This design comes from an exercise in tuning for small area on the open sky130 flow, not from production work. Function was checked by simulation only, so behaviour that the tests miss may differ from the original.

==> flow/design.v <==
`timescale 1ns / 1ps
module fft16_top(
    input clk,
    input rst,
    input [15:0] data_in,
    input [3:0] write_addr,
    input we,
    input [3:0] read_addr,
    input re,
    output [15:0] data_r,
    output [15:0] data_i
    );
    function [15:0] tr17; input [16:0] s; tr17 = {s[16], s[14:0]}; endfunction
    function [15:0] tr18; input [17:0] s; tr18 = {s[17], s[14:0]}; endfunction
    function [15:0] addsub;
        input [15:0] a, b; input sub;
        reg [16:0] s;
        begin
            s = {a[15], a} + ({b[15], b} ^ {17{sub}}) + {16'd0, sub};
            addsub = tr17(s);
        end
    endfunction
    function [15:0] add3;
        input [15:0] a, o1, o2; input c0, c1;
        reg [17:0] s;
        begin
            s = {{2{a[15]}}, a} + {{2{o1[15]}}, o1} + {{2{o2[15]}}, o2} + {17'd0, c0} + {17'd0, c1};
            add3 = tr18(s);
        end
    endfunction
    reg [15:0] x [0:15];
    genvar g;
    generate for (g = 0; g < 16; g = g + 1) begin : smem
        always @(posedge clk)
            if (we && write_addr == g) x[g] <= data_in;
    end endgenerate
    wire k0 = read_addr[0], k1 = read_addr[1], k2 = read_addr[2];
    wire [15:0] A [0:7];
    generate for (g = 0; g < 8; g = g + 1) begin : st1
        assign A[g] = addsub(x[g], x[g+8], k0);
    end endgenerate
    wire [15:0] Cr [0:1];
    wire [15:0] Ci [0:1];
    generate for (g = 0; g < 2; g = g + 1) begin : st3
        wire [15:0] a0 = A[g], a4 = A[g+4], a2 = A[g+2], a6 = A[g+6];
        wire min6 = (a6 == 16'h8000) & k0 & ~k1;
        wire min4 = (a4 == 16'h8000) & k0 & ~k1;
        wire [17:0] x3 = {a2[15], a2, 1'b0} + {{2{a2[15]}}, a2};
        wire [17:0] y3 = {a6[15], a6, 1'b0} + {{2{a6[15]}}, a6};
        wire [22:0] xs, xc, ys, yc, xsum, ysum;
        assign xs = k0 ? {{1{x3[17]}}, x3, 4'b0001} : {a2[15], a2, 6'b111111};
        assign xc = k0 ? ~{{5{x3[17]}}, x3} : {{a6[15], a6} ^ {17{k1}}, 5'b0, k1};
        assign ys = k0 ? {{1{y3[17]}}, y3, 4'b0001} : {a0[15], a0, 6'b111111};
        assign yc = k0 ? ~{{5{y3[17]}}, y3} : {{a4[15], a4} ^ {17{k1}}, 5'b0, k1};
        assign xsum = xs + xc;
        assign ysum = ys + yc;
        wire [15:0] xo = {k0 ? xsum[21] : xsum[22], xsum[20:6]};
        wire [15:0] yo = {k0 ? ysum[21] : ysum[22], ysum[20:6]} & {16{~min6}};
        wire nb = |a2[5:0], n6 = |a6[5:0] & ~min6;
        reg [15:0] pr, o1, o2, pi, o3, o4;
        reg c1, c2, c3, c4;
        always @* begin
            if (!k0) begin
                pr = yo;
                o1 = k1 ? 16'd0 : (xo ^ {16{k2}}); c1 = ~k1 & k2;
                o2 = 16'd0; c2 = 1'b0;
                pi = 16'd0;
                o3 = 16'd0; c3 = 1'b0;
                o4 = k1 ? (xo ^ {16{~k2}}) : 16'd0; c4 = k1 & ~k2;
            end else begin
                pr = a0;
                o1 = xo ^ {16{k1 ^ k2}};  c1 = k1 ? (k2 ? nb : ~nb) : k2;
                o2 = yo ^ {16{~(k1 ^ k2)}}; c2 = k1 ? (k2 ? ~n6 : n6) : ~k2;
                pi = k1 ? a4 : (min4 ? 16'd0 : ~a4);
                o3 = yo ^ {16{~k2}};  c3 = k2 ? n6 : ~n6;
                o4 = xo ^ {16{~k2}};  c4 = k2 ? nb : ~nb;
            end
        end
        wire ci_extra = k0 & ~k1 & ~min4;
        assign Cr[g] = add3(pr, o1, o2, c1, c2);
        wire [17:0] si = {{2{pi[15]}}, pi} + {{2{o3[15]}}, o3} + {{2{o4[15]}}, o4}
                       + {17'd0, c3} + {17'd0, c4} + {17'd0, ci_extra};
        assign Ci[g] = tr18(si);
    end endgenerate
    reg [15:0] ar4, ai4, br4, bi4;
    reg [3:0]  k4;
    always @(posedge clk)
        if (re) begin
            ar4 <= Cr[0]; ai4 <= Ci[0]; br4 <= Cr[1]; bi4 <= Ci[1];
            k4 <= read_addr;
        end
    wire odd4 = k4[0];
    wire [24:0] uar, uai, ubr, ubi;
    prods pr4(br4, odd4, uar, ubr);
    prods pi4(bi4, odd4, uai, ubi);
    wire [15:0] har = uar[23:8], hai = uai[23:8], hbr = ubr[23:8], hbi = ubi[23:8];
    wire n6r = |br4[5:0], n7r = |br4[6:0], n6i = |bi4[5:0], n7i = |bi4[6:0];
    function [16:0] hsel;    
        input [1:0] cls; input [15:0] v, ha, hb; input n6, n7;
        case (cls)
        2'd1: hsel = {1'b0, v};
        2'd2: hsel = {n6, ha};
        2'd3: hsel = {n7, hb};
        default: hsel = 17'd0;
        endcase
    endfunction
    reg [1:0] cr, ci;    
    reg swr, swi;        
    always @* begin
        case (k4[2:0])
        3'd0: begin cr = 1; ci = 0; swr = 0; swi = 0; end
        3'd1: begin cr = 2; ci = 3; swr = 0; swi = 1; end
        3'd2: begin cr = 2; ci = 2; swr = 0; swi = 1; end
        3'd3: begin cr = 3; ci = 2; swr = 0; swi = 1; end
        3'd4: begin cr = 0; ci = 1; swr = 0; swi = 1; end
        3'd5: begin cr = 3; ci = 2; swr = 1; swi = 1; end
        3'd6: begin cr = 2; ci = 2; swr = 1; swi = 1; end
        default: begin cr = 2; ci = 3; swr = 1; swi = 1; end
        endcase
    end
    wire q4 = k4[3];
    wire [16:0] t1 = hsel(cr, br4, har, hbr, n6r, n7r);   
    wire [16:0] t2 = hsel(ci, bi4, hai, hbi, n6i, n7i);   
    wire [16:0] t3 = hsel(cr, bi4, hai, hbi, n6i, n7i);   
    wire [16:0] t4 = hsel(ci, br4, har, hbr, n6r, n7r);   
    wire s1 = swr ^ q4, s2 = swi ^ ~q4, s3 = swr ^ q4, s4 = swi ^ q4;
    wire [15:0] o1 = t1[15:0] ^ {16{s1}}, o2 = t2[15:0] ^ {16{s2}};
    wire [15:0] o3 = t3[15:0] ^ {16{s3}}, o4 = t4[15:0] ^ {16{s4}};
    wire c1 = s1 ^ (swr & t1[16]), c2 = s2 ^ (swi & t2[16]);
    wire c3 = s3 ^ (swr & t3[16]), c4 = s4 ^ (swi & t4[16]);
    assign data_r = add3(ar4, o1, o2, c1, c2);
    assign data_i = add3(ai4, o3, o4, c3, c4);
endmodule
module csa32 #(parameter W = 25) (input [W-1:0] x, y, z, output [W-1:0] s, c);
    assign s = x ^ y ^ z;
    assign c = {(x[W-2:0] & y[W-2:0]) | (z[W-2:0] & (x[W-2:0] | y[W-2:0])), 1'b0};
endmodule
module prods (input [15:0] v, input odd, output [24:0] ua, output [24:0] ub);
    wire [24:0] e = {{9{v[15]}}, v};
    wire [24:0] v3 = (e << 1) + e;
    wire [24:0] s, c;
    csa32 #(25) l1 ({v3[20:0], 4'b0000} | {24'd0, ~odd}, odd ? (e << 3) : 25'd0,
                    v3 ^ {25{~odd}}, s, c);
    assign ua = (s + c) << 2;
    assign ub = ({v3[20:0], 4'b0000} + e) << 1;
endmodule
==> flow/config.mk <==
export PLATFORM = sky130hd
export DESIGN_NAME = fft16_top
export DESIGN_NICKNAME = fft16_top
export VERILOG_FILES = /design/flow/design.v
export SDC_FILE = /design/flow/constraint.sdc
export NUM_CORES = 4
export LEC_CHECK = 0
export CAP_MARGIN = 20
export CORE_MARGIN = 2
export CORE_UTILIZATION = 40
export SLEW_MARGIN = 20
==> flow/constraint.sdc <==
create_clock -name core_clock -period 10.0 [get_ports {clk}]
set_input_delay 2.0000 -clock core_clock [delete_from_list [all_inputs] [get_ports {clk}]]
set_output_delay 2.0000 -clock core_clock [all_outputs]
set_load 0.01 [all_outputs]
run.sh (not shown) runs the stock make flow with config.mk's settings and CLKGATE_MAP_FILE= SYNTH_SCRIPT=/design/flow/synth_recipe.tcl, a recipe that flattens the netlist after the stock synthesis.
The starting point reached the layout checks and failed them: negative setup slack.
Change:
--- a/flow/design.v
+++ b/flow/design.v
@@ -45,13 +45,15 @@
         wire [15:0] a0 = A[g], a4 = A[g+4], a2 = A[g+2], a6 = A[g+6];
         wire min6 = (a6 == 16'h8000) & k0 & ~k1;
         wire min4 = (a4 == 16'h8000) & k0 & ~k1;
-        wire [17:0] x3 = {a2[15], a2, 1'b0} + {{2{a2[15]}}, a2};
-        wire [17:0] y3 = {a6[15], a6, 1'b0} + {{2{a6[15]}}, a6};
-        wire [22:0] xs, xc, ys, yc, xsum, ysum;
-        assign xs = k0 ? {{1{x3[17]}}, x3, 4'b0001} : {a2[15], a2, 6'b111111};
-        assign xc = k0 ? ~{{5{x3[17]}}, x3} : {{a6[15], a6} ^ {17{k1}}, 5'b0, k1};
-        assign ys = k0 ? {{1{y3[17]}}, y3, 4'b0001} : {a0[15], a0, 6'b111111};
-        assign yc = k0 ? ~{{5{y3[17]}}, y3} : {{a4[15], a4} ^ {17{k1}}, 5'b0, k1};
+        wire [22:0] xs, xc, ys, yc;
+        wire [22:0] xsum, ysum;
+        wire [22:0] xss, xcc, yss, ycc;
+        csa4x45 ux(a2, xss, xcc);
+        csa4x45 uy(a6, yss, ycc);
+        assign xs = k0 ? xss : {a2[15], a2, 6'b111111};
+        assign xc = k0 ? xcc : {{a6[15], a6} ^ {17{k1}}, 5'b0, k1};
+        assign ys = k0 ? yss : {a0[15], a0, 6'b111111};
+        assign yc = k0 ? ycc : {{a4[15], a4} ^ {17{k1}}, 5'b0, k1};
         assign xsum = xs + xc;
         assign ysum = ys + yc;
         wire [15:0] xo = {k0 ? xsum[21] : xsum[22], xsum[20:6]};
@@ -90,9 +92,13 @@
             k4 <= read_addr;
         end
     wire odd4 = k4[0];
-    wire [24:0] uar, uai, ubr, ubi;
-    prods pr4(br4, odd4, uar, ubr);
-    prods pi4(bi4, odd4, uai, ubi);
+    wire [24:0] uar_s, uar_c, ubr_s, ubr_c, uai_s, uai_c, ubi_s, ubi_c;
+    prodA pa_r(br4, odd4, uar_s, uar_c);
+    prodA pa_i(bi4, odd4, uai_s, uai_c);
+    prodB pb_r(br4, ubr_s, ubr_c);
+    prodB pb_i(bi4, ubi_s, ubi_c);
+    wire [24:0] uar = uar_s + uar_c, uai = uai_s + uai_c;
+    wire [24:0] ubr = ubr_s + ubr_c, ubi = ubi_s + ubi_c;
     wire [15:0] har = uar[23:8], hai = uai[23:8], hbr = ubr[23:8], hbi = ubi[23:8];
     wire n6r = |br4[5:0], n7r = |br4[6:0], n6i = |bi4[5:0], n7i = |bi4[6:0];
     function [16:0] hsel;    
@@ -135,12 +141,24 @@
     assign s = x ^ y ^ z;
     assign c = {(x[W-2:0] & y[W-2:0]) | (z[W-2:0] & (x[W-2:0] | y[W-2:0])), 1'b0};
 endmodule
-module prods (input [15:0] v, input odd, output [24:0] ua, output [24:0] ub);
+module csa4x45 (input [15:0] v, output [22:0] s, output [22:0] c);
+    wire [22:0] e = {{7{v[15]}}, v};
+    wire [22:0] s1, c1;
+    csa32 #(23) l1 (e << 5, e << 3, e << 2, s1, c1);
+    csa32 #(23) l2 (s1, c1, e, s, c);
+endmodule
+module prodA (input [15:0] v, input odd, output [24:0] s, output [24:0] c);
     wire [24:0] e = {{9{v[15]}}, v};
-    wire [24:0] v3 = (e << 1) + e;
-    wire [24:0] s, c;
-    csa32 #(25) l1 ({v3[20:0], 4'b0000} | {24'd0, ~odd}, odd ? (e << 3) : 25'd0,
-                    v3 ^ {25{~odd}}, s, c);
-    assign ua = (s + c) << 2;
-    assign ub = ({v3[20:0], 4'b0000} + e) << 1;
+    wire [24:0] ne = ~e;
+    wire [24:0] r1 = {e[16:0], odd ? 8'd20 : 8'd80};
+    wire [24:0] r3 = odd ? (ne << 2) : (e << 2);
+    wire [24:0] r4 = odd ? 25'd0 : (ne << 6);
+    wire [24:0] s1, c1;
+    csa32 #(25) l1 (r1, ne << 4, r3, s1, c1);
+    csa32 #(25) l2 (s1, c1, r4, s, c);
 endmodule
+module prodB (input [15:0] v, output [24:0] s, output [24:0] c);
+    wire [24:0] e = {{9{v[15]}}, v};
+    wire [24:0] ne = ~e;
+    csa32 #(25) l1 ({e[17:0], 7'd32}, ne << 5, e << 1, s, c);
+endmodule
After rerunning: The new run completed without violations. Utilization decreases by 4.9 points. Die area increases by 1.8%. Area after synthesis increases by 1.8%. Count of clock-buffer cells in the layout increases by 9. Sequential share of layout area increases by 1.6 points.

[afterwards: timing with drivers on the ports]
Ports are ideal in the flow. The routed layouts listed here were re-timed in OpenROAD. Step 1 (the two cells are an assumption about what drives the block):
set clk [get_ports {clk}]
set_driving_cell -lib_cell sky130_fd_sc_hd__clkbuf_16 $clk
set_driving_cell -lib_cell sky130_fd_sc_hd__buf_2 [delete_from_list [all_inputs] $clk]
Step 2 moves the port delays by t, midway between the first and last clock arrival at a register: inputs arrive t later, outputs are due t later. That takes back most of the time a late clock gives input paths. a / b / c = ideal / step 1 / step 2; a / b = the first two.
run | t, ns | setup WS [ns] | worst register clock-pin slew, ns
the first run | 0.652 | -0.056 / -0.116 / -0.202 | 0.07 / 0.07
the second run | 0.641 | 0.341 / 0.276 / -0.137 | 0.08 / 0.08
Met with ideal ports but missed after step 2: setup timing in the second run. For the second run, which loses most, drivers alone change the setup slack by -0.065 ns; drivers and shift together by -0.478 ns.
